Source: an optimization exercise on an open RTL-to-GDS flow (aim: small area, a short achievable clock period and few clock cycles per item). Production flows keep margins and buffers that such runs may drop.
Only simulation tests tie the RTL to the original design; equivalence was not proved.

==> run a <==
==> flow/design.v (excerpt) <==
module PixelSolver (
  input               io_cmd_valid,
  output              io_cmd_ready,
  input      [27:0]   io_cmd_payload_x,
  input      [27:0]   io_cmd_payload_y,
  output              io_rsp_valid,
  input               io_rsp_ready,
  output     [5:0]    io_rsp_payload_iteration,
  input               clk,
  input               reset
);
  reg         v1;
  reg  [27:0] x1, y1, x01, y01, ckx1, cky1;
  reg  [5:0]  it1;
  reg  [1:0]  tag1;
  reg  [13:0] bo1, bt1;      
  reg  [13:0] bn1n;          
  reg  [27:0] x1n;           
  reg         v2;
  reg  [27:0] sxx2, cxx2;
  reg         cixx2;
  reg  [27:0] syy2, cyy2;
  reg         ciyy2;
  reg  [27:0] sxy2, cxy2;
  reg  [19:0] lsxy2, lcxy2;
  reg  [27:0] x02, y02, ckx2, cky2;
  reg  [5:0]  it2;
  reg  [1:0]  tag2;
  reg         per2;
  reg  [3:0]  rob_v;
  reg  [5:0]  rob_d0, rob_d1, rob_d2, rob_d3;
  reg  [2:0]  nseq, head;
  reg         out_v;
  reg  [5:0]  out_d;
  reg         full;          
  reg         rdy;           
  assign io_cmd_ready = rdy;
  ...
export LEC_CHECK = 0
export CAP_MARGIN = 20
export CORE_MARGIN = 2
export CORE_UTILIZATION = 40
export SLEW_MARGIN = 20
create_clock -name core_clock -period 10.0 [get_ports {clk}]
standard.sh (not shown) runs the stock make flow with config.mk's settings and CLKGATE_MAP_FILE= SYNTH_SCRIPT=/design/flow/synth_recipe.tcl, a recipe that flattens the netlist after the stock synthesis.
==> flow/flow/run.sh <==
#!/bin/bash
# Standard layout, with one extra step between synthesis and floorplan:
# flow/polarity.py removes the inverters that Yosys's adder extraction leaves
# between full adders (full adders are self-dual), choosing each adder's
# signal polarity so that as few inverters as possible remain. Registers and
# every non-inverter cell keep their names and types.
# The clock period is 10 ns, far above what the design needs, so by default
# the timing repair steps have nothing to do; a setup margin makes them work
# towards a shorter achieved period (the constraints themselves are unchanged).
set -euo pipefail
R=orfs/results/${FLOW_PLATFORM}/PixelSolver/base
bash standard.sh synth > synth.log 2>&1
cp "$R/1_2_yosys.v" yosys_standard.v
python3 flow/polarity.py yosys_standard.v polarity.v > polarity.log 2>&1
cp polarity.v "$R/1_2_yosys.v"
rm -f "$R/1_synth.odb"
bash standard.sh SETUP_SLACK_MARGIN=7 TNS_END_PERCENT=0 finish > finish.log 2>&1
Other scripts of this flow, unchanged in this note and not shown: flow/flow/polarity.py
==> run b: changes against run a <==
--- a/flow/design.v
+++ b/flow/design.v
@@ -31,12 +31,11 @@
   reg  [5:0]  rob_d0, rob_d1, rob_d2, rob_d3;
   reg  [2:0]  nseq, head;
   reg         out_v;
   reg  [5:0]  out_d;
   reg         full;          
-  reg         rdy;           
-  assign io_cmd_ready = rdy;
+  assign io_cmd_ready = !v1 && !full;
   wire        acc = io_cmd_valid && io_cmd_ready;
   assign io_rsp_valid = out_v;
   assign io_rsp_payload_iteration = out_d;
   wire pxx_hs1 = x1[2] ^ (x1[0] & x1[3]);
   wire pxx_hc2 = x1[2] & (x1[0] & x1[3]);
@@ -2480,29 +2479,25 @@
   end
   wire        out_free = !out_v || io_rsp_ready;
   wire        pop = out_free && rob_v[head[1:0]];
   wire [2:0]  nseq_next = nseq + {2'd0, acc};
   wire [2:0]  head_next = head + {2'd0, pop};
-  wire        full_next = nseq_next - head_next == 3'd4;
-  wire        v1_next = v2 && !last;
   always @(posedge clk or posedge reset) begin
     if (reset) begin
       v1 <= 1'b0;
       v2 <= 1'b0;
       rob_v <= 4'd0;
       nseq <= 3'd0;
       head <= 3'd0;
       full <= 1'b0;
-      rdy <= 1'b1;
       out_v <= 1'b0;
     end else begin
-      v1 <= v1_next;
+      v1 <= v2 && !last;
       v2 <= v1 || acc;
       nseq <= nseq_next;
       head <= head_next;
-      full <= full_next;
-      rdy <= !v1_next && !full_next;
+      full <= nseq_next - head_next == 3'd4;
       if (out_free) out_v <= rob_v[head[1:0]];
       rob_v <= (rob_v & ~({3'd0, pop} << head[1:0])) | ({3'd0, retire} << tag2);
     end
   end
   always @(posedge clk) begin
--- a/flow/flow/run.sh
+++ b/flow/flow/run.sh
@@ -12,6 +12,6 @@
 bash standard.sh synth > synth.log 2>&1
 cp "$R/1_2_yosys.v" yosys_standard.v
 python3 flow/polarity.py yosys_standard.v polarity.v > polarity.log 2>&1
 cp polarity.v "$R/1_2_yosys.v"
 rm -f "$R/1_synth.odb"
-bash standard.sh SETUP_SLACK_MARGIN=7 TNS_END_PERCENT=0 finish > finish.log 2>&1
+bash standard.sh SETUP_SLACK_MARGIN=6.5 TNS_END_PERCENT=0 finish > finish.log 2>&1
- PLACE_DENSITY: not set -> 0.8
==> run c: changes against run a <==
--- a/flow/design.v
+++ b/flow/design.v
@@ -31,12 +31,11 @@
   reg  [5:0]  rob_d0, rob_d1, rob_d2, rob_d3;
   reg  [2:0]  nseq, head;
   reg         out_v;
   reg  [5:0]  out_d;
   reg         full;          
-  reg         rdy;           
-  assign io_cmd_ready = rdy;
+  assign io_cmd_ready = !v1 && !full;
   wire        acc = io_cmd_valid && io_cmd_ready;
   assign io_rsp_valid = out_v;
   assign io_rsp_payload_iteration = out_d;
   wire pxx_hs1 = x1[2] ^ (x1[0] & x1[3]);
   wire pxx_hc2 = x1[2] & (x1[0] & x1[3]);
@@ -2480,29 +2479,25 @@
   end
   wire        out_free = !out_v || io_rsp_ready;
   wire        pop = out_free && rob_v[head[1:0]];
   wire [2:0]  nseq_next = nseq + {2'd0, acc};
   wire [2:0]  head_next = head + {2'd0, pop};
-  wire        full_next = nseq_next - head_next == 3'd4;
-  wire        v1_next = v2 && !last;
   always @(posedge clk or posedge reset) begin
     if (reset) begin
       v1 <= 1'b0;
       v2 <= 1'b0;
       rob_v <= 4'd0;
       nseq <= 3'd0;
       head <= 3'd0;
       full <= 1'b0;
-      rdy <= 1'b1;
       out_v <= 1'b0;
     end else begin
-      v1 <= v1_next;
+      v1 <= v2 && !last;
       v2 <= v1 || acc;
       nseq <= nseq_next;
       head <= head_next;
-      full <= full_next;
-      rdy <= !v1_next && !full_next;
+      full <= nseq_next - head_next == 3'd4;
       if (out_free) out_v <= rob_v[head[1:0]];
       rob_v <= (rob_v & ~({3'd0, pop} << head[1:0])) | ({3'd0, retire} << tag2);
     end
   end
   always @(posedge clk) begin
--- a/flow/flow/run.sh
+++ b/flow/flow/run.sh
@@ -12,6 +12,6 @@
 bash standard.sh synth > synth.log 2>&1
 cp "$R/1_2_yosys.v" yosys_standard.v
 python3 flow/polarity.py yosys_standard.v polarity.v > polarity.log 2>&1
 cp polarity.v "$R/1_2_yosys.v"
 rm -f "$R/1_synth.odb"
-bash standard.sh SETUP_SLACK_MARGIN=7 TNS_END_PERCENT=0 finish > finish.log 2>&1
+bash standard.sh SETUP_SLACK_MARGIN=5.5 finish > finish.log 2>&1
==> qor summary <==
	run a	run c	run b
Outcome	timing/DRC/antenna clean	timing/DRC/antenna clean	timing/DRC/antenna clean
Post-Syn Area	56800 sq um	56400 sq um	56400 sq um
Destination of the critical timing path	syy2[14]	rob_d3[2]	cxy2[9]
Source of the critical timing path	y1[23]	sxx2[10]	bn1n[8]
Number of post-CTS setup repair buffers	4	15	18
Number of rows in the core area	138	137	137
Global-route met1 utilization	34.1%	33.5%	28.5%
Placed cell count	7017	6965	6968
Post-Route Skew	30.7 ps	43.8 ps	32.1 ps
Fraction of area in clock buffers and inverters	4.18%	3.90%	3.70%
Global-route wire length before repair	265 mm	261 mm	253 mm
Placer congestion estimate	0.882	0.884	0.935
Final cell utilization of the core	44.0%	44.4%	44.1%
Met2 Track Usage GR	35.5%	36.9%	35.3%
Slew headroom	22.6%	35.0%	37.1%
Tcrit/Tclk final	46.7%	44.9%	45.0%
Count of clock-net buffers in the final layout	96	94	90
Critical register-to-register path startpoint	y1[23]	sxx2[10]	bn1n[8]
Post-route non-filler standard cell count	7156	7120	7109
Number of gates resized after CTS	12	56	55
Testbench counts of run a, summed over its fixed seeds: cycles 263,406, pixels 8,192.
Testbench counts of run b, summed over its fixed seeds: cycles 263,406, pixels 8,192.
Testbench counts of run c, summed over its fixed seeds: cycles 263,406, pixels 8,192.


==> inputs of amber <==
PixelSolver, a different RTL version from the one above (not shown whole).
clock: 10.0 ns
lec_check: 0
cap_margin: 20
core_margin: 2
core_utilization: 40
slew_margin: 20
run.sh (not shown) runs the stock make flow with config.mk's settings and CLKGATE_MAP_FILE= SYNTH_SCRIPT=/design/flow/synth_recipe.tcl, a recipe that flattens the netlist after the stock synthesis.
Stock flow here: none of the scripts above is used.
==> inputs of fjord, as changes to amber <==
--- a/flow/design.v
+++ b/flow/design.v
@@ -6,34 +6,38 @@
   output              io_rsp_valid,
   input               io_rsp_ready,
   output     [5:0]    io_rsp_payload_iteration,
   input               clk,
   input               reset
 );
-  reg         cb_v;
-  reg  [27:0] cb_x, cb_y;
   reg         v1;
   reg  [27:0] x1, y1, x01, y01, ckx1, cky1;
   reg  [5:0]  it1;
   reg  [1:0]  tag1;
+  reg  [13:0] bo1, bt1;      
+  reg  [13:0] bn1n;          
+  reg  [27:0] x1n;           
   reg         v2;
-  reg  [27:0] sxx2, cxx2, syy2, cyy2, sxy2, cxy2;
-  reg         cixx2, ciyy2, cixy2;
-  reg  [13:0] bo1, bt1;
-  reg  [27:0] x1n;
-  reg  [13:0] bn1n;
+  reg  [27:0] sxx2, cxx2;
+  reg         cixx2;
+  reg  [27:0] syy2, cyy2;
+  reg         ciyy2;
+  reg  [27:0] sxy2, cxy2;
+  reg  [19:0] lsxy2, lcxy2;
   reg  [27:0] x02, y02, ckx2, cky2;
   reg  [5:0]  it2;
   reg  [1:0]  tag2;
   reg         per2;
   reg  [3:0]  rob_v;
   reg  [5:0]  rob_d0, rob_d1, rob_d2, rob_d3;
   reg  [2:0]  nseq, head;
   reg         out_v;
   reg  [5:0]  out_d;
-  assign io_cmd_ready = !cb_v;
+  wire [2:0]  outstanding = nseq - head;
+  assign io_cmd_ready = !v1 && !outstanding[2];
+  wire        acc = io_cmd_valid && io_cmd_ready;
   assign io_rsp_valid = out_v;
   assign io_rsp_payload_iteration = out_d;
   wire pxx_hs1 = x1[2] ^ (x1[0] & x1[3]);
   wire pxx_hc2 = x1[2] & (x1[0] & x1[3]);
   wire pxx_hs3 = (x1[0] & x1[4]) ^ (x1[1] & x1[3]);
   wire pxx_hc4 = (x1[0] & x1[4]) & (x1[1] & x1[3]);
@@ -2044,18 +2048,20 @@
   wire pxy_fs1983 = pxy_fc1972 ^ pxy_fs1979 ^ pxy_fs1981;
   wire pxy_fc1984 = (pxy_fc1972 & pxy_fs1979) | (pxy_fc1972 & pxy_fs1981) | (pxy_fs1979 & pxy_fs1981);
   wire pxy_fs1985 = pxy_fc1974 ^ pxy_fs1983 ^ pxy_fc1976;
   wire pxy_fc1986 = (pxy_fc1974 & pxy_fs1983) | (pxy_fc1974 & pxy_fc1976) | (pxy_fs1983 & pxy_fc1976);
   wire [47:0] pxy_s0 = {pxy_hc1978, pxy_hs1977, pxy_hc1958, pxy_hs1957, pxy_hc1934, pxy_hs1933, pxy_hc1906, pxy_hs1905, pxy_hc1874, pxy_hs1873, pxy_hc1838, pxy_hs1837, pxy_hc1798, pxy_hs1797, pxy_hc1754, pxy_hs1753, pxy_hc1706, pxy_fc1680, pxy_hc1654, pxy_hc1628, pxy_hc1602, pxy_hc1576, pxy_hc1552, pxy_hc1528, pxy_hc1506, pxy_hc1484, pxy_hc1464, pxy_hc1444, pxy_hc1426, pxy_hc1408, pxy_hc1392, pxy_hc1376, pxy_hc1362, pxy_hc1348, pxy_hc1336, pxy_hc1324, pxy_hc1314, pxy_hc1304, pxy_fs1301, pxy_fs1293, pxy_fs1285, pxy_fs1279, pxy_fs1273, pxy_fs1269, pxy_hc1266, (((bo1[1] & ~x1n[0]) | (bt1[1] & 1'b0)) ^ bn1), (((bo1[0] & ~x1n[1]) | (bt1[0] & ~x1n[0])) ^ bn0), bn0};
   wire [47:0] pxy_s1 = {pxy_fs1985, pxy_fc1968, pxy_fs1967, pxy_fc1946, pxy_fs1945, pxy_fc1920, pxy_fs1919, pxy_fc1890, pxy_fs1889, pxy_fc1856, pxy_fs1855, pxy_fc1818, pxy_fs1817, pxy_fc1776, pxy_fs1775, pxy_fc1730, pxy_fs1729, pxy_hs1705, pxy_fs1679, pxy_hs1653, pxy_hs1627, pxy_hs1601, pxy_hs1575, pxy_hs1551, pxy_hs1527, pxy_hs1505, pxy_hs1483, pxy_hs1463, pxy_hs1443, pxy_hs1425, pxy_hs1407, pxy_hs1391, pxy_hs1375, pxy_hs1361, pxy_hs1347, pxy_hs1335, pxy_hs1323, pxy_hs1313, pxy_hs1303, pxy_hs1295, pxy_hs1287, pxy_hs1281, pxy_hs1275, pxy_hs1271, pxy_hs1267, pxy_hs1265, 1'b0, (((bo1[0] & ~x1n[0]) | (bt1[0] & 1'b0)) ^ bn0)};
-  wire [20:0] pxy_lo = {1'b0, pxy_s0[19:0]} + {1'b0, pxy_s1[19:0]};
-  wire pxy_cy = pxy_lo[20];
+  wire [19:0] pxy_ls = pxy_s0[19:0];
+  wire [19:0] pxy_lc = pxy_s1[19:0];
   wire [27:0] pxy_hs = pxy_s0[47:20];
   wire [27:0] pxy_hc = pxy_s1[47:20];
   wire        per1 = (x1 == ckx1) && (y1 == cky1);
   wire        save1 = (it1[1:0] == 2'b00);
+  wire [20:0] loxy = {1'b0, lsxy2} + {1'b0, lcxy2};
+  wire cixy2 = loxy[20];
   wire nx_fs1987 = sxx2[0] ^ cxx2[0] ^ ~syy2[0];
   wire nx_fc1988 = (sxx2[0] & cxx2[0]) | (sxx2[0] & ~syy2[0]) | (cxx2[0] & ~syy2[0]);
   wire nx_fs1989 = ~cyy2[0] ^ x02[0] ^ nx_fs1987;
   wire nx_fc1990 = (~cyy2[0] & x02[0]) | (~cyy2[0] & nx_fs1987) | (x02[0] & nx_fs1987);
   wire nx_hs1991 = nx_fs1989 ^ ~ciyy2;
   wire nx_hc1992 = nx_fs1989 & ~ciyy2;
@@ -2394,14 +2400,23 @@
   wire [28:0] mag_t = {{mag_fc2316, mag_fc2312, mag_fc2308, mag_fc2304, mag_fc2300, mag_fc2296, mag_fc2292, mag_fc2288, mag_fc2284, mag_fc2280, mag_fc2276, mag_fc2272, mag_fc2268, mag_fc2264, mag_fc2260, mag_fc2256, mag_fc2252, mag_fc2248, mag_fc2244, mag_fc2240, mag_fc2236, mag_fc2232, mag_fc2228, mag_fc2224, mag_fc2220, mag_fc2216, mag_hc2212, mag_hs2211}, 1'b1} + {{mag_fs2319, mag_fs2315, mag_fs2311, mag_fs2307, mag_fs2303, mag_fs2299, mag_fs2295, mag_fs2291, mag_fs2287, mag_fs2283, mag_fs2279, mag_fs2275, mag_fs2271, mag_fs2267, mag_fs2263, mag_fs2259, mag_fs2255, mag_fs2251, mag_fs2247, mag_fs2243, mag_fs2239, mag_fs2235, mag_fs2231, mag_fs2227, mag_fs2223, mag_fs2219, mag_fs2215, ciyy2}, cixx2};
   wire [27:0] mag = {mag_t[28:1]};
   wire        esc = !mag[27] && (mag[26:22] != 5'd0);
   wire        last = esc || (it2 == 6'd63) || per2;
   wire [5:0]  res = per2 ? 6'd63 : it2;
   wire        retire = v2 && last;
-  wire [2:0]  outstanding = nseq - head;
-  wire        ins = cb_v && (!v2 || last) && !outstanding[2];
+  wire [28:0] ny_e = {ny, 1'b0};
+  wire [13:0] ny_bo, ny_bt, ny_bn;
+  genvar gk;
+  generate
+    for (gk = 0; gk < 14; gk = gk + 1) begin : booth_enc
+      assign ny_bo[gk] = ny_e[2*gk+1] ^ ny_e[2*gk];
+      assign ny_bt[gk] = (ny_e[2*gk+2] & ~ny_e[2*gk+1] & ~ny_e[2*gk]) |
+                         (~ny_e[2*gk+2] & ny_e[2*gk+1] & ny_e[2*gk]);
+      assign ny_bn[gk] = ny_e[2*gk+2];
+    end
+  endgenerate
   reg  [5:0]  rob_head;
   always @(*) begin
     case (head[1:0])
       2'd0: rob_head = rob_d0;
       2'd1: rob_head = rob_d1;
       2'd2: rob_head = rob_d2;
@@ -2409,87 +2424,77 @@
     endcase
   end
   wire        out_free = !out_v || io_rsp_ready;
   wire        pop = out_free && rob_v[head[1:0]];
   always @(posedge clk or posedge reset) begin
     if (reset) begin
-      cb_v <= 1'b0;
       v1 <= 1'b0;
       v2 <= 1'b0;
       rob_v <= 4'd0;
       nseq <= 3'd0;
       head <= 3'd0;
       out_v <= 1'b0;
     end else begin
-      if (ins) cb_v <= 1'b0;
-      else if (io_cmd_valid) cb_v <= 1'b1;
-      v1 <= ins || (v2 && !last);
-      v2 <= v1;
-      if (ins) nseq <= nseq + 3'd1;
+      v1 <= v2 && !last;
+      v2 <= v1 || acc;
+      if (acc) nseq <= nseq + 3'd1;
       if (pop) head <= head + 3'd1;
       if (out_free) out_v <= rob_v[head[1:0]];
       rob_v <= (rob_v & ~({3'd0, pop} << head[1:0])) | ({3'd0, retire} << tag2);
     end
   end
-  wire [27:0] x1_d = ins ? cb_x : nx;
-  wire [27:0] y1_d = ins ? cb_y : ny;
-  wire [28:0] y1_e = {y1_d, 1'b0};
-  wire [13:0] y1_bo, y1_bt;
-  genvar gk;
-  generate
-    for (gk = 0; gk < 14; gk = gk + 1) begin : booth_enc
-      assign y1_bo[gk] = y1_e[2*gk+1] ^ y1_e[2*gk];
-      assign y1_bt[gk] = (y1_e[2*gk+2] & ~y1_e[2*gk+1] & ~y1_e[2*gk]) |
-                         (~y1_e[2*gk+2] & y1_e[2*gk+1] & y1_e[2*gk]);
-    end
-  endgenerate
   always @(posedge clk) begin
-    if (!cb_v) begin
-      cb_x <= io_cmd_payload_x;
-      cb_y <= io_cmd_payload_y;
-    end
-    if (ins) begin
-      x1 <= cb_x;
-      y1 <= cb_y;
-      x01 <= cb_x;
-      y01 <= cb_y;
-      ckx1 <= 28'd0;
-      cky1 <= 28'd0;
-      it1 <= 6'd1;
-      tag1 <= nseq[1:0];
+    x1 <= nx;
+    y1 <= ny;
+    x1n <= ~nx;
+    bo1 <= ny_bo;
+    bt1 <= ny_bt;
+    bn1n <= ~ny_bn;
+    x01 <= x02;
+    y01 <= y02;
+    ckx1 <= ckx2;
+    cky1 <= cky2;
+    it1 <= it2 + 6'd1;
+    tag1 <= tag2;
+    if (v1) begin
+      sxx2 <= pxx_hs;
+      cxx2 <= pxx_hc;
+      cixx2 <= pxx_cy;
+      syy2 <= pyy_hs;
+      cyy2 <= pyy_hc;
+      ciyy2 <= pyy_cy;
+      sxy2 <= pxy_hs;
+      cxy2 <= pxy_hc;
+      lsxy2 <= pxy_ls;
+      lcxy2 <= pxy_lc;
+      x02 <= x01;
+      y02 <= y01;
+      ckx2 <= save1 ? x1 : ckx1;
+      cky2 <= save1 ? y1 : cky1;
+      it2 <= it1;
+      tag2 <= tag1;
+      per2 <= per1;
     end else begin
-      x1 <= nx;
-      y1 <= ny;
-      x01 <= x02;
-      y01 <= y02;
-      ckx1 <= ckx2;
-      cky1 <= cky2;
-      it1 <= it2 + 6'd1;
-      tag1 <= tag2;
+      sxx2 <= 28'd0;
+      cxx2 <= 28'd0;
+      cixx2 <= 1'b0;
+      syy2 <= 28'd0;
+      cyy2 <= 28'd0;
+      ciyy2 <= 1'b0;
+      sxy2 <= 28'd0;
+      cxy2 <= 28'd0;
+      lsxy2 <= 20'd0;
+      lcxy2 <= 20'd0;
+      x02 <= io_cmd_payload_x;
+      y02 <= io_cmd_payload_y;
+      ckx2 <= 28'd0;
+      cky2 <= 28'd0;
+      it2 <= 6'd0;
+      tag2 <= nseq[1:0];
+      per2 <= 1'b0;
     end
-    sxx2 <= pxx_hs;
-    cxx2 <= pxx_hc;
-    cixx2 <= pxx_cy;
-    syy2 <= pyy_hs;
-    cyy2 <= pyy_hc;
-    ciyy2 <= pyy_cy;
-    sxy2 <= pxy_hs;
-    cxy2 <= pxy_hc;
-    cixy2 <= pxy_cy;
-    bo1 <= y1_bo;
-    x1n <= ~x1_d;
-    bn1n <= ~{y1_d[27], y1_d[25], y1_d[23], y1_d[21], y1_d[19], y1_d[17], y1_d[15],
-              y1_d[13], y1_d[11], y1_d[9], y1_d[7], y1_d[5], y1_d[3], y1_d[1]};
-    bt1 <= y1_bt;
-    x02 <= x01;
-    y02 <= y01;
-    ckx2 <= save1 ? x1 : ckx1;
-    cky2 <= save1 ? y1 : cky1;
-    it2 <= it1;
-    tag2 <= tag1;
-    per2 <= per1;
     if (retire) begin
       case (tag2)
         2'd0: rob_d0 <= res;
         2'd1: rob_d1 <= res;
         2'd2: rob_d2 <= res;
         default: rob_d3 <= res;
==> notes.md <==
	amber	fjord
Fraction of final layout cells sized beyond drive strength 1	7.69%	6.18%
Via count of the routed design	40700	41000
Routed wire length	168000 µm	169000 µm
Final critical path time including I/O delays and setup	5.97 ns	4.92 ns
Clock sink total	634	615
Inverter count	1066	1220
Vias in the first global route	44600	44600
Area grow syn2layout	8.59%	8.70%
Outcome	timing/DRC/antenna clean	timing/DRC/antenna clean
Endpoint arrival time on the critical path	6.53 ns	5.52 ns
Post-route worst hold slack	0.296 ns	0.315 ns
Area share of the largest cell type after synthesis	34.9%	35.0%
Fraction of standard cell area that is sequential	21.0%	19.6%
Initial DRC Count	2838	3018
Proportion of register bits with asynchronous set or reset after synthesis	2.21%	2.11%
Number of stages on the worst setup path	16	14
Critical path peak fanout	147	16
Half-perimeter wire length of the detailed placement result	114000 µm	118000 µm
Global-route track usage on met3	4.29%	4.78%
Wire length per cell	21.7 µm	21.3 µm
Buffering overhead	2.30%	2.16%
Tap cells	1944	1930
Testbench counts of amber, summed over its fixed seeds: cycles 256,306, pixels 8,192.
Testbench counts of fjord, summed over its fixed seeds: cycles 263,406, pixels 8,192.

## re-timing with driven ports
The results above use ideal ports. As a check the final layouts listed here were re-extracted and re-timed, cells and wires unchanged. Step 1, drivers: a clkbuf_16 drives clk and a buf_2 each remaining input, both assumed. Step 2 adds t to the input delays and takes it off the output delays; t is the mean of the earliest and latest rising clock arrival at the registers after step 1. Input paths then give back, and output paths get back, about the clock's delay inside the block. a / b / c = ideal / step 1 / step 2; a / b = the first two.
| run | t, ns | setup slack, ns | worst setup path after step 2 | clock arrival spread, ns | slew at the worst register clock pin (ns) |
|---|---|---|---|---|---|
| run a | 0.740 | 5.331 / 5.331 / 5.331 | register to register | 0.031 / 0.031 | 0.08 / 0.08 |
| run b | 0.720 | 5.503 / 5.503 / 5.503 | register to register | 0.032 / 0.032 | 0.07 / 0.07 |
| run c | 0.718 | 5.507 / 5.507 / 5.507 | register to register | 0.044 / 0.044 | 0.06 / 0.06 |
| amber | 0.766 | 4.027 / 4.027 / 4.027 | register to register | 0.040 / 0.040 | 0.07 / 0.07 |
| fjord | 0.778 | 5.083 / 5.083 / 5.083 | register to register | 0.051 / 0.051 | 0.08 / 0.08 |
After both steps setup and hold are still met in every run listed.
